Source: an optimization exercise on an open RTL-to-GDS flow (aim: small area and a short achievable clock period). Production flows keep margins and buffers that such runs may drop.
The RTL was checked by simulation tests, not by an equivalence proof against the original design.
No activity file was given, so power comes from the tool's default toggle rates.

==> flow/design.v (excerpt) <==
module RVPLIC (
  input      [31:0]   io_sb_SBaddress,
  input               io_sb_SBvalid,
  input      [31:0]   io_sb_SBwdata,
  input               io_sb_SBwrite,
  input      [3:0]    io_sb_SBsize,
  output              io_sb_SBready,
  output     [31:0]   io_sb_SBrdata,
  input               io_sel,
  output              io_irq_pending,
  input               io_has_pending_irq_0,
  input               io_has_pending_irq_1,
  input               io_has_pending_irq_2,
  input               io_has_pending_irq_3,
  input               io_has_pending_irq_4,
  input               io_has_pending_irq_5,
  input               io_has_pending_irq_6,
  input               io_has_pending_irq_7,
  input               io_has_pending_irq_8,
  input               io_has_pending_irq_9,
  input               io_has_pending_irq_10,
  input               io_has_pending_irq_11,
  input               io_has_pending_irq_12,
  input               io_has_pending_irq_13,
  input               io_has_pending_irq_14,
  input               io_has_pending_irq_15,
  input               io_has_pending_irq_16,
  input               io_has_pending_irq_17,
  input               io_has_pending_irq_18,
  input               io_has_pending_irq_19,
  input               io_has_pending_irq_20,
  input               io_has_pending_irq_21,
  input               io_has_pending_irq_22,
  input               io_has_pending_irq_23,
  input               io_has_pending_irq_24,
  input               io_has_pending_irq_25,
  input               io_has_pending_irq_26,
  input               io_has_pending_irq_27,
  input               io_has_pending_irq_28,
  input               io_has_pending_irq_29,
  input               io_has_pending_irq_30,
  input               io_has_pending_irq_31,
  input               io_has_pending_irq_32,
  input               io_has_pending_irq_33,
  input               io_has_pending_irq_34,
  input               io_has_pending_irq_35,
  input               io_has_pending_irq_36,
  input               io_has_pending_irq_37,
  input               io_has_pending_irq_38,
  input               io_has_pending_irq_39,
  input               io_has_pending_irq_40,
  input               io_has_pending_irq_41,
  input               io_has_pending_irq_42,
  input               io_has_pending_irq_43,
  input               io_has_pending_irq_44,
  input               io_has_pending_irq_45,
  input               io_has_pending_irq_46,
  input               io_has_pending_irq_47,
  input               io_has_pending_irq_48,
  input               io_has_pending_irq_49,
  input               io_has_pending_irq_50,
  input               io_has_pending_irq_51,
  input               io_has_pending_irq_52,
  input               clk,
  input               reset
);
For scale: ~1,900 cells after synthesis, ~160 I/O pins, ~17,000 µm² of cells after synthesis.
export LEC_CHECK = 0
export CAP_MARGIN = 20
export CORE_MARGIN = 2
export CORE_UTILIZATION = 65
export SLEW_MARGIN = 20
export SYNTH_HIERARCHICAL = 1
create_clock -name core_clock -period 80.0 [get_ports {clk}]
standard.sh (not shown) runs the stock make flow with config.mk's settings and CLKGATE_MAP_FILE= SYNTH_SCRIPT=/design/flow/synth_recipe.tcl, a recipe that flattens the netlist after the stock synthesis.
==> flow/flow/run.sh <==
#!/bin/bash
# Own layout flow: the standard flow (standard.sh), with
#  - logic cells of the synthesized netlist set to their smallest drive strength
#    (registers untouched; the resizer upsizes again where slew or load needs it),
#  - port buffers of type buf_2 instead of the resizer's default pick,
#  - clock tree of clkbuf_8 with sink clusters of at most 16 and no dummy loads,
#  - repair_timing asked for a setup margin of 62.4 ns.
set -euo pipefail
cd "$(dirname "$0")/.."
R=orfs/results/${FLOW_PLATFORM}/RVPLIC/base
bash standard.sh "$PWD/$R/1_2_yosys.v" > synth.log 2>&1
cp "$R/1_2_yosys.v" yosys_orig.v
bash flow/downsize.sh "$R/1_2_yosys.v" > downsize.log 2>&1
export BUFFER_PORTS_ARGS="-buffer_cell sky130_fd_sc_hd__buf_2"
export CTS_ARGS="-sink_clustering_enable -repair_clock_nets -dont_use_dummy_load -buf_list sky130_fd_sc_hd__clkbuf_8 -sink_clustering_size 16 -sink_clustering_max_diameter 60"
export SETUP_SLACK_MARGIN=62.4
bash standard.sh finish > layout.log 2>&1
==> flow/flow/downsize.sh <==
#!/bin/bash
# Replace sky130_fd_sc_hd__<logic>_{2,4} cells by their _1 variant when one exists.
set -euo pipefail
f=$1
for c in a21oi a22oi a222oi nor4 nor3 nor2 nand4 nand3 nand2 maj3 a22o o21ai and2 and3 and4 or2 or3 or4 inv a21o o21a a211oi a31oi o211ai a221oi o221ai a32oi a2111oi nor4b nand4b nand2b nor2b o22ai mux2i a21boi o21bai; do
  sed -i -E "s/\bsky130_fd_sc_hd__${c}_[248]\b/sky130_fd_sc_hd__${c}_1/g" "$f"
done
grep -c "sky130_fd_sc_hd__" "$f"
==> next run, changes <==
==> flow/run.sh (new file) <==
#!/bin/bash
# synth_recipe.tcl (not shown) runs the flow's synth.tcl, then flattens the netlist and writes it again
# the make line also repeats each setting of config.mk as NAME=value (left out here)
make -C /OpenROAD-flow-scripts/flow DESIGN_CONFIG=/design/flow/config.mk WORK_HOME=/design/flow/orfs CLKGATE_MAP_FILE= SYNTH_SCRIPT=/design/flow/synth_recipe.tcl finish
- CORE_UTILIZATION: 65 -> 40
removed: flow/flow/run.sh
removed: flow/flow/downsize.sh
removed: flow/standard.sh
Effect: The new run finished clean. Clock-buffer cell count climbs by 24. Final area climbs by 9.0%. Total power climbs by 35%. Non-clock buffer count drops by 17. Hold slack is worse by 0.0061 ns. Worst setup slack is worse by 1.7 ns. Final cell count climbs by about 11%. Sequential power hardly moves. Global-route usage drops by 19 points. Via count drops by about 9%. Sequential share of layout area drops by 3.1 points.
==> next run, changes <==
==> flow/flow/run.sh (new file) <==
#!/bin/bash
# Own layout flow: the standard flow (standard.sh), with
#  - logic cells of the synthesized netlist set to their smallest drive strength
#    (registers untouched; the resizer upsizes again where slew or load needs it),
#  - port buffers of type buf_2 instead of the resizer's default pick,
#  - clock tree of clkbuf_16 with sink clusters of at most 20 and no dummy loads,
#  - repair_timing asked for a setup margin of 61.6 ns.
set -euo pipefail
cd "$(dirname "$0")/.."
R=orfs/results/${FLOW_PLATFORM}/RVPLIC/base
bash standard.sh "$PWD/$R/1_2_yosys.v" > synth.log 2>&1
cp "$R/1_2_yosys.v" yosys_orig.v
bash flow/downsize.sh "$R/1_2_yosys.v" > downsize.log 2>&1
export BUFFER_PORTS_ARGS="-buffer_cell sky130_fd_sc_hd__buf_2"
export CTS_ARGS="-sink_clustering_enable -repair_clock_nets -dont_use_dummy_load -buf_list sky130_fd_sc_hd__clkbuf_16 -sink_clustering_size 20 -sink_clustering_max_diameter 60"
export SETUP_SLACK_MARGIN=61.6
bash standard.sh finish > layout.log 2>&1
==> flow/flow/downsize.sh (new file) <==
#!/bin/bash
# Replace sky130_fd_sc_hd__<logic>_{2,4} cells by their _1 variant when one exists.
set -euo pipefail
f=$1
for c in a21oi a22oi a222oi nor4 nor3 nor2 nand4 nand3 nand2 maj3 a22o o21ai and2 and3 and4 or2 or3 or4 inv a21o o21a a211oi a31oi o211ai a221oi o221ai a32oi a2111oi nor4b nand4b nand2b nor2b o22ai mux2i a21boi o21bai; do
  sed -i -E "s/\bsky130_fd_sc_hd__${c}_[248]\b/sky130_fd_sc_hd__${c}_1/g" "$f"
done
grep -c "sky130_fd_sc_hd__" "$f"
==> flow/standard.sh (new file) <==
#!/bin/bash
# synth_recipe.tcl (not shown) runs the flow's synth.tcl, then flattens the netlist and writes it again
# the make line also repeats each setting of config.mk as NAME=value (left out here)
make -C /OpenROAD-flow-scripts/flow DESIGN_CONFIG=/design/flow/config.mk WORK_HOME=/design/flow/orfs CLKGATE_MAP_FILE= SYNTH_SCRIPT=/design/flow/synth_recipe.tcl "${@:-finish}"
removed: flow/run.sh
Area after synthesis decreases by 5.3%.
Clock-buffer cell count decreases by 19.
Via count increases by 0.33%.
Worst setup slack gets better by 1.2 ns.
==> next run, changes <==
--- a/flow/flow/run.sh
+++ b/flow/flow/run.sh
@@ -6,2 +6,2 @@
-#  - clock tree of clkbuf_16 with sink clusters of at most 20 and no dummy loads,
-#  - repair_timing asked for a setup margin of 61.6 ns.
+#  - clock tree of clkbuf_8 with sink clusters of at most 16 and no dummy loads,
+#  - repair_timing asked for a setup margin of 62.2 ns.
@@ -15,2 +15,2 @@
-export CTS_ARGS="-sink_clustering_enable -repair_clock_nets -dont_use_dummy_load -buf_list sky130_fd_sc_hd__clkbuf_16 -sink_clustering_size 20 -sink_clustering_max_diameter 60"
-export SETUP_SLACK_MARGIN=61.6
+export CTS_ARGS="-sink_clustering_enable -repair_clock_nets -dont_use_dummy_load -buf_list sky130_fd_sc_hd__clkbuf_8 -sink_clustering_size 16 -sink_clustering_max_diameter 60"
+export SETUP_SLACK_MARGIN=62.2
- CORE_UTILIZATION: 40 -> 65
Result:
- The changed run completed without violations
- fmax grows by a few percent
- non-clock buffer count drops by 9
- via count rose by a few percent
- global-route usage increases by 16 points
- cell count came out lower by a little under a tenth
- final area went down by a few percent
- wire length drops by a few percent
==> next run, changes <==
--- a/flow/flow/run.sh
+++ b/flow/flow/run.sh
@@ -5,3 +5 @@
-#  - port buffers of type buf_2 instead of the resizer's default pick,
-#  - clock tree of clkbuf_8 with sink clusters of at most 16 and no dummy loads,
-#  - repair_timing asked for a setup margin of 62.2 ns.
+#  - port buffers of type buf_2 instead of the resizer's default pick.
@@ -15,2 +12,0 @@
-export CTS_ARGS="-sink_clustering_enable -repair_clock_nets -dont_use_dummy_load -buf_list sky130_fd_sc_hd__clkbuf_8 -sink_clustering_size 16 -sink_clustering_max_diameter 60"
-export SETUP_SLACK_MARGIN=62.2
- CORE_UTILIZATION: 65 -> 40
- CTS_BUF_LIST: unset -> sky130_fd_sc_hd__clkbuf_8
- CTS_CLUSTER_SIZE: unset -> 20
=>
- The changed run went through all stages and came out clean
- die area goes up by about 60%
- final area increases by about 3%
- wire length rose by about 6%
==> next run, changes <==
--- a/flow/flow/run.sh
+++ b/flow/flow/run.sh
@@ -5 +5,3 @@
-#  - port buffers of type buf_2 instead of the resizer's default pick.
+#  - port buffers of type buf_2 instead of the resizer's default pick,
+#  - clock tree of clkbuf_8 with sink clusters of at most 12 and no dummy loads,
+#  - repair_timing asked for a setup margin of 61.6 ns.
@@ -12,0 +15,2 @@
+export CTS_ARGS="-sink_clustering_enable -repair_clock_nets -dont_use_dummy_load -buf_list sky130_fd_sc_hd__clkbuf_8 -sink_clustering_size 12 -sink_clustering_max_diameter 50"
+export SETUP_SLACK_MARGIN=61.6
- CTS_BUF_LIST: sky130_fd_sc_hd__clkbuf_8 -> unset
- CTS_CLUSTER_SIZE: 20 -> unset
After rerunning: The changed run finished with timing, DRC and antenna clean. Power drops by about 16%. Die area stays the same. Combinational power goes up by about 4%. Non-clock buffer count came out higher by 5. Core utilization went down by 1.0 points. Area after synthesis stays the same. Via count is about the same. Wire length goes down by about 0.36%. Hold slack gains 0.0034 ns. Fmax climbs by 4.2%. Sequential share of layout area rose by 0.83 points.


RVPLIC again, from the RTL that the note above started with.
## RVPLIC
module RVPLIC (
  input      [31:0]   io_sb_SBaddress,
  input               io_sb_SBvalid,
  input      [31:0]   io_sb_SBwdata,
  input               io_sb_SBwrite,
  input      [3:0]    io_sb_SBsize,
  output              io_sb_SBready,
  output     [31:0]   io_sb_SBrdata,
  input               io_sel,
  output              io_irq_pending,
  input               io_has_pending_irq_0,
  input               io_has_pending_irq_1,
  input               io_has_pending_irq_2,
  input               io_has_pending_irq_3,
  input               io_has_pending_irq_4,
  input               io_has_pending_irq_5,
  input               io_has_pending_irq_6,
  input               io_has_pending_irq_7,
  input               io_has_pending_irq_8,
  input               io_has_pending_irq_9,
  input               io_has_pending_irq_10,
  input               io_has_pending_irq_11,
  input               io_has_pending_irq_12,
  input               io_has_pending_irq_13,
  input               io_has_pending_irq_14,
  input               io_has_pending_irq_15,
  input               io_has_pending_irq_16,
  input               io_has_pending_irq_17,
  input               io_has_pending_irq_18,
  ...
Settings: LEC_CHECK=0, CAP_MARGIN=20, CORE_MARGIN=2, CORE_UTILIZATION=65, SLEW_MARGIN=20, SYNTH_HIERARCHICAL=1; clock period 80.0 ns.
==> flow/flow/run.sh <==
#!/bin/bash
# Own layout flow: the standard flow (standard.sh), with
#  - logic cells of the synthesized netlist set to their smallest drive strength
#    (registers untouched; the resizer upsizes again where slew or load needs it),
#  - port buffers of type buf_1 instead of the resizer's default pick,
#  - clock tree of clkbuf_8 with sink clusters of at most 12 and no dummy loads,
#  - repair_timing asked for a setup margin of 62.2 ns.
set -euo pipefail
cd "$(dirname "$0")/.."
R=orfs/results/${FLOW_PLATFORM}/RVPLIC/base
bash standard.sh "$PWD/$R/1_2_yosys.v" > synth.log 2>&1
cp "$R/1_2_yosys.v" yosys_orig.v
bash flow/downsize.sh "$R/1_2_yosys.v" > downsize.log 2>&1
export BUFFER_PORTS_ARGS="-buffer_cell sky130_fd_sc_hd__buf_1"
export CTS_ARGS="-sink_clustering_enable -repair_clock_nets -dont_use_dummy_load -buf_list sky130_fd_sc_hd__clkbuf_8 -sink_clustering_size 12 -sink_clustering_max_diameter 50"
export SETUP_SLACK_MARGIN=62.2
bash standard.sh finish > layout.log 2>&1
==> flow/flow/downsize.sh <==
#!/bin/bash
# Replace sky130_fd_sc_hd__<logic>_{2,4} cells by their _1 variant when one exists.
set -euo pipefail
f=$1
for c in a21oi a22oi a222oi nor4 nor3 nor2 nand4 nand3 nand2 maj3 a22o o21ai and2 and3 and4 or2 or3 or4 inv a21o o21a a211oi a31oi o211ai a221oi o221ai a32oi a2111oi nor4b nand4b nand2b nor2b o22ai mux2i a21boi o21bai; do
  sed -i -E "s/\bsky130_fd_sc_hd__${c}_[248]\b/sky130_fd_sc_hd__${c}_1/g" "$f"
done
grep -c "sky130_fd_sc_hd__" "$f"
The starting point went through all stages and came out clean.
==> next run, changes <==
==> flow/flow/run.sh (replaced) <==
#!/bin/bash
# Own layout flow: the standard flow (standard.sh), with
#  - logic cells of the synthesized netlist set to their smallest drive strength
#    (registers untouched; the resizer upsizes again where slew or load needs it),
#  - port buffers of type buf_2 instead of the resizer's default pick,
#  - clock tree of clkbuf_8 with sink clusters of at most 12 and no dummy loads,
#  - repair_timing asked for a setup margin of 61.6 ns.
set -euo pipefail
cd "$(dirname "$0")/.."
R=orfs/results/${FLOW_PLATFORM}/RVPLIC/base
bash standard.sh "$PWD/$R/1_2_yosys.v" > synth.log 2>&1
cp "$R/1_2_yosys.v" yosys_orig.v
bash flow/downsize.sh "$R/1_2_yosys.v" > downsize.log 2>&1
export BUFFER_PORTS_ARGS="-buffer_cell sky130_fd_sc_hd__buf_2"
export CTS_ARGS="-sink_clustering_enable -repair_clock_nets -dont_use_dummy_load -buf_list sky130_fd_sc_hd__clkbuf_8 -sink_clustering_size 12 -sink_clustering_max_diameter 50"
export SETUP_SLACK_MARGIN=61.6
bash standard.sh finish > layout.log 2>&1
=>
- The changed run ran to the end with no violations
- die area stays the same
- critical path depth shrinks by 2
- final area shrinks by a few percent
==> next run, changes <==
==> flow/flow/run.sh (replaced) <==
#!/bin/bash
# Own layout flow: the standard flow (standard.sh), with
#  - logic cells of the synthesized netlist set to their smallest drive strength
#    (registers untouched; the resizer upsizes again where slew or load needs it),
#  - repair_timing asked for a setup margin, so that the paths from the inputs get sized up,
#  - port buffers of type buf_2 instead of the resizer's default pick.
set -euo pipefail
cd "$(dirname "$0")/.."
R=orfs/results/${FLOW_PLATFORM}/RVPLIC/base
bash standard.sh "$PWD/$R/1_2_yosys.v" > synth.log 2>&1
cp "$R/1_2_yosys.v" yosys_orig.v
bash flow/downsize.sh "$R/1_2_yosys.v" > downsize.log 2>&1
export BUFFER_PORTS_ARGS="-buffer_cell sky130_fd_sc_hd__buf_2"
export SETUP_SLACK_MARGIN=62.5
bash standard.sh finish > layout.log 2>&1
CORE_UTILIZATION = 40   (was 65)
CTS_BUF_LIST = sky130_fd_sc_hd__clkbuf_8   (was not set)
CTS_CLUSTER_SIZE = 20   (was not set)
The changed run passed the timing, DRC and antenna checks.
Wire length goes up by 11%.
Combinational power goes up by 37%.
Power goes up by 27%.
Cell area goes up by 12%.
First-iteration DRC count goes down by 25%.
Via count goes down by 0.63%.
Die area goes up by 61%.
Critical path depth goes up by 1.
Synthesized cell count does not change.


Setup of 02-02:
Starting RTL as in the previous note.
export LEC_CHECK = 0
export CAP_MARGIN = 20
export CORE_MARGIN = 2
export CORE_UTILIZATION = 65
export SLEW_MARGIN = 20
export SYNTH_HIERARCHICAL = 1
create_clock -name core_clock -period 80.0 [get_ports {clk}]
==> flow/flow/run.sh <==
#!/bin/bash
# Own layout flow: the standard flow (standard.sh), with
#  - logic cells of the synthesized netlist set to their smallest drive strength
#    (registers untouched; the resizer upsizes again where slew or load needs it),
#  - port buffers of type buf_2 instead of the resizer's default pick,
#  - clock tree of clkbuf_8 with sink clusters of at most 12 and no dummy loads,
#  - repair_timing asked for a setup margin of 62.4 ns.
set -euo pipefail
cd "$(dirname "$0")/.."
R=orfs/results/${FLOW_PLATFORM}/RVPLIC/base
bash standard.sh "$PWD/$R/1_2_yosys.v" > synth.log 2>&1
cp "$R/1_2_yosys.v" yosys_orig.v
bash flow/downsize.sh "$R/1_2_yosys.v" > downsize.log 2>&1
export BUFFER_PORTS_ARGS="-buffer_cell sky130_fd_sc_hd__buf_2"
export CTS_ARGS="-sink_clustering_enable -repair_clock_nets -dont_use_dummy_load -buf_list sky130_fd_sc_hd__clkbuf_8 -sink_clustering_size 12 -sink_clustering_max_diameter 50"
export SETUP_SLACK_MARGIN=62.4
bash standard.sh finish > layout.log 2>&1
Scripts as last shown in full above: flow/flow/downsize.sh
No stage failed in 02-02, and the final checks on the layout all came back clean.
### 02-02 -> 11-21
diff --git a/flow/flow/run.sh b/flow/flow/run.sh
--- a/flow/flow/run.sh
+++ b/flow/flow/run.sh
@@ -5,5 +5,5 @@
 #  - port buffers of type buf_2 instead of the resizer's default pick,
 #  - clock tree of clkbuf_8 with sink clusters of at most 12 and no dummy loads,
-#  - repair_timing asked for a setup margin of 62.4 ns.
+#  - repair_timing asked for a setup margin of 62.2 ns.
 set -euo pipefail
 cd "$(dirname "$0")/.."
@@ -14,4 +14,4 @@
 export BUFFER_PORTS_ARGS="-buffer_cell sky130_fd_sc_hd__buf_2"
 export CTS_ARGS="-sink_clustering_enable -repair_clock_nets -dont_use_dummy_load -buf_list sky130_fd_sc_hd__clkbuf_8 -sink_clustering_size 12 -sink_clustering_max_diameter 50"
-export SETUP_SLACK_MARGIN=62.4
+export SETUP_SLACK_MARGIN=62.2
 bash standard.sh finish > layout.log 2>&1
Notes after the runs:
11-21 reached the final stage; the timing, DRC and antenna checks on its layout passed. Setup slack delta for 11-21 relative to 02-02: 0.11 ns lower. On 11-21: hold-critical path depth is 1 lower than what 02-02 gave. 11-21 vs. 02-02: number of optimization iterations in the first detailed-route pass down 9, sum of negative setup slack was more or less identical. Summary of the comparison: number of combinational gates with multiple inputs is lower in 11-21, relative to 02-02. 02-02 → 11-21: cell count along the critical path moved down, die area level. Taking 02-02 as the reference point, the hold slack of 11-21 falls by 0.020 ns. 11-21 vs. 02-02: number of antenna violations at the first check in global routing went down by 6. From 02-02 to 11-21 the numbers moved as follows: final HPWL from detailed placement picked up an extra about 3%; fraction of area in clock buffers and inverters fell by 0.29 points.

## re-timing with driven ports
How much do the figures lean on ideal ports? The routed layouts below were timed once more, with nothing changed but the port constraints. Step 1 sets driving cells, clkbuf_16 on the clock port and buf_2 on the other inputs (assumed; they add their load-dependent delay and slew). Step 2 times the ports against the registers' clock, not the clock port: input delays grow and output delays shrink by t, the midpoint of the rising clock arrivals with the driver on. Slacks: ideal ports / drivers / drivers and shift; pairs: ideal ports / drivers.
run | shift t [ns] | setup slack, ns | worst register clock-pin slew, ns | cell pins on the clock port's net
the first run of note 1 | 0.663 | 62.209 / 62.041 / 61.378 | 0.11 / 0.11 | 1
the second run of note 1 | 0.620 | 60.476 / 60.512 / 59.892 | 0.06 / 0.06 | 1
the third run of note 1 | 0.595 | 61.682 / 61.716 / 61.121 | 0.08 / 0.08 | 1
the fourth run of note 1 | 0.637 | 62.121 / 62.136 / 61.500 | 0.11 / 0.11 | 1
the fifth run of note 1 | 0.714 | 60.872 / 60.904 / 60.189 | 0.07 / 0.07 | 1
the sixth run of note 1 | 0.653 | 61.651 / 61.674 / 61.021 | 0.08 / 0.08 | 1
the first run of note 2 | 0.595 | 61.838 / 61.856 / 61.261 | 0.08 / 0.08 | 1
the second run of note 2 | 0.575 | 61.550 / 61.579 / 61.004 | 0.09 / 0.09 | 1
the third run of note 2 | 0.722 | 62.251 / 62.152 / 61.430 | 0.07 / 0.07 | 1
02-02 | 0.599 | 62.228 / 62.090 / 61.490 | 0.09 / 0.09 | 1
11-21 | 0.663 | 62.115 / 62.115 / 61.452 | 0.09 / 0.09 | 1
After both steps setup and hold are still met in every run listed. The setup slack of the first run of note 1, which loses most, moves by -0.168 ns with the drivers and by -0.831 ns with both steps.
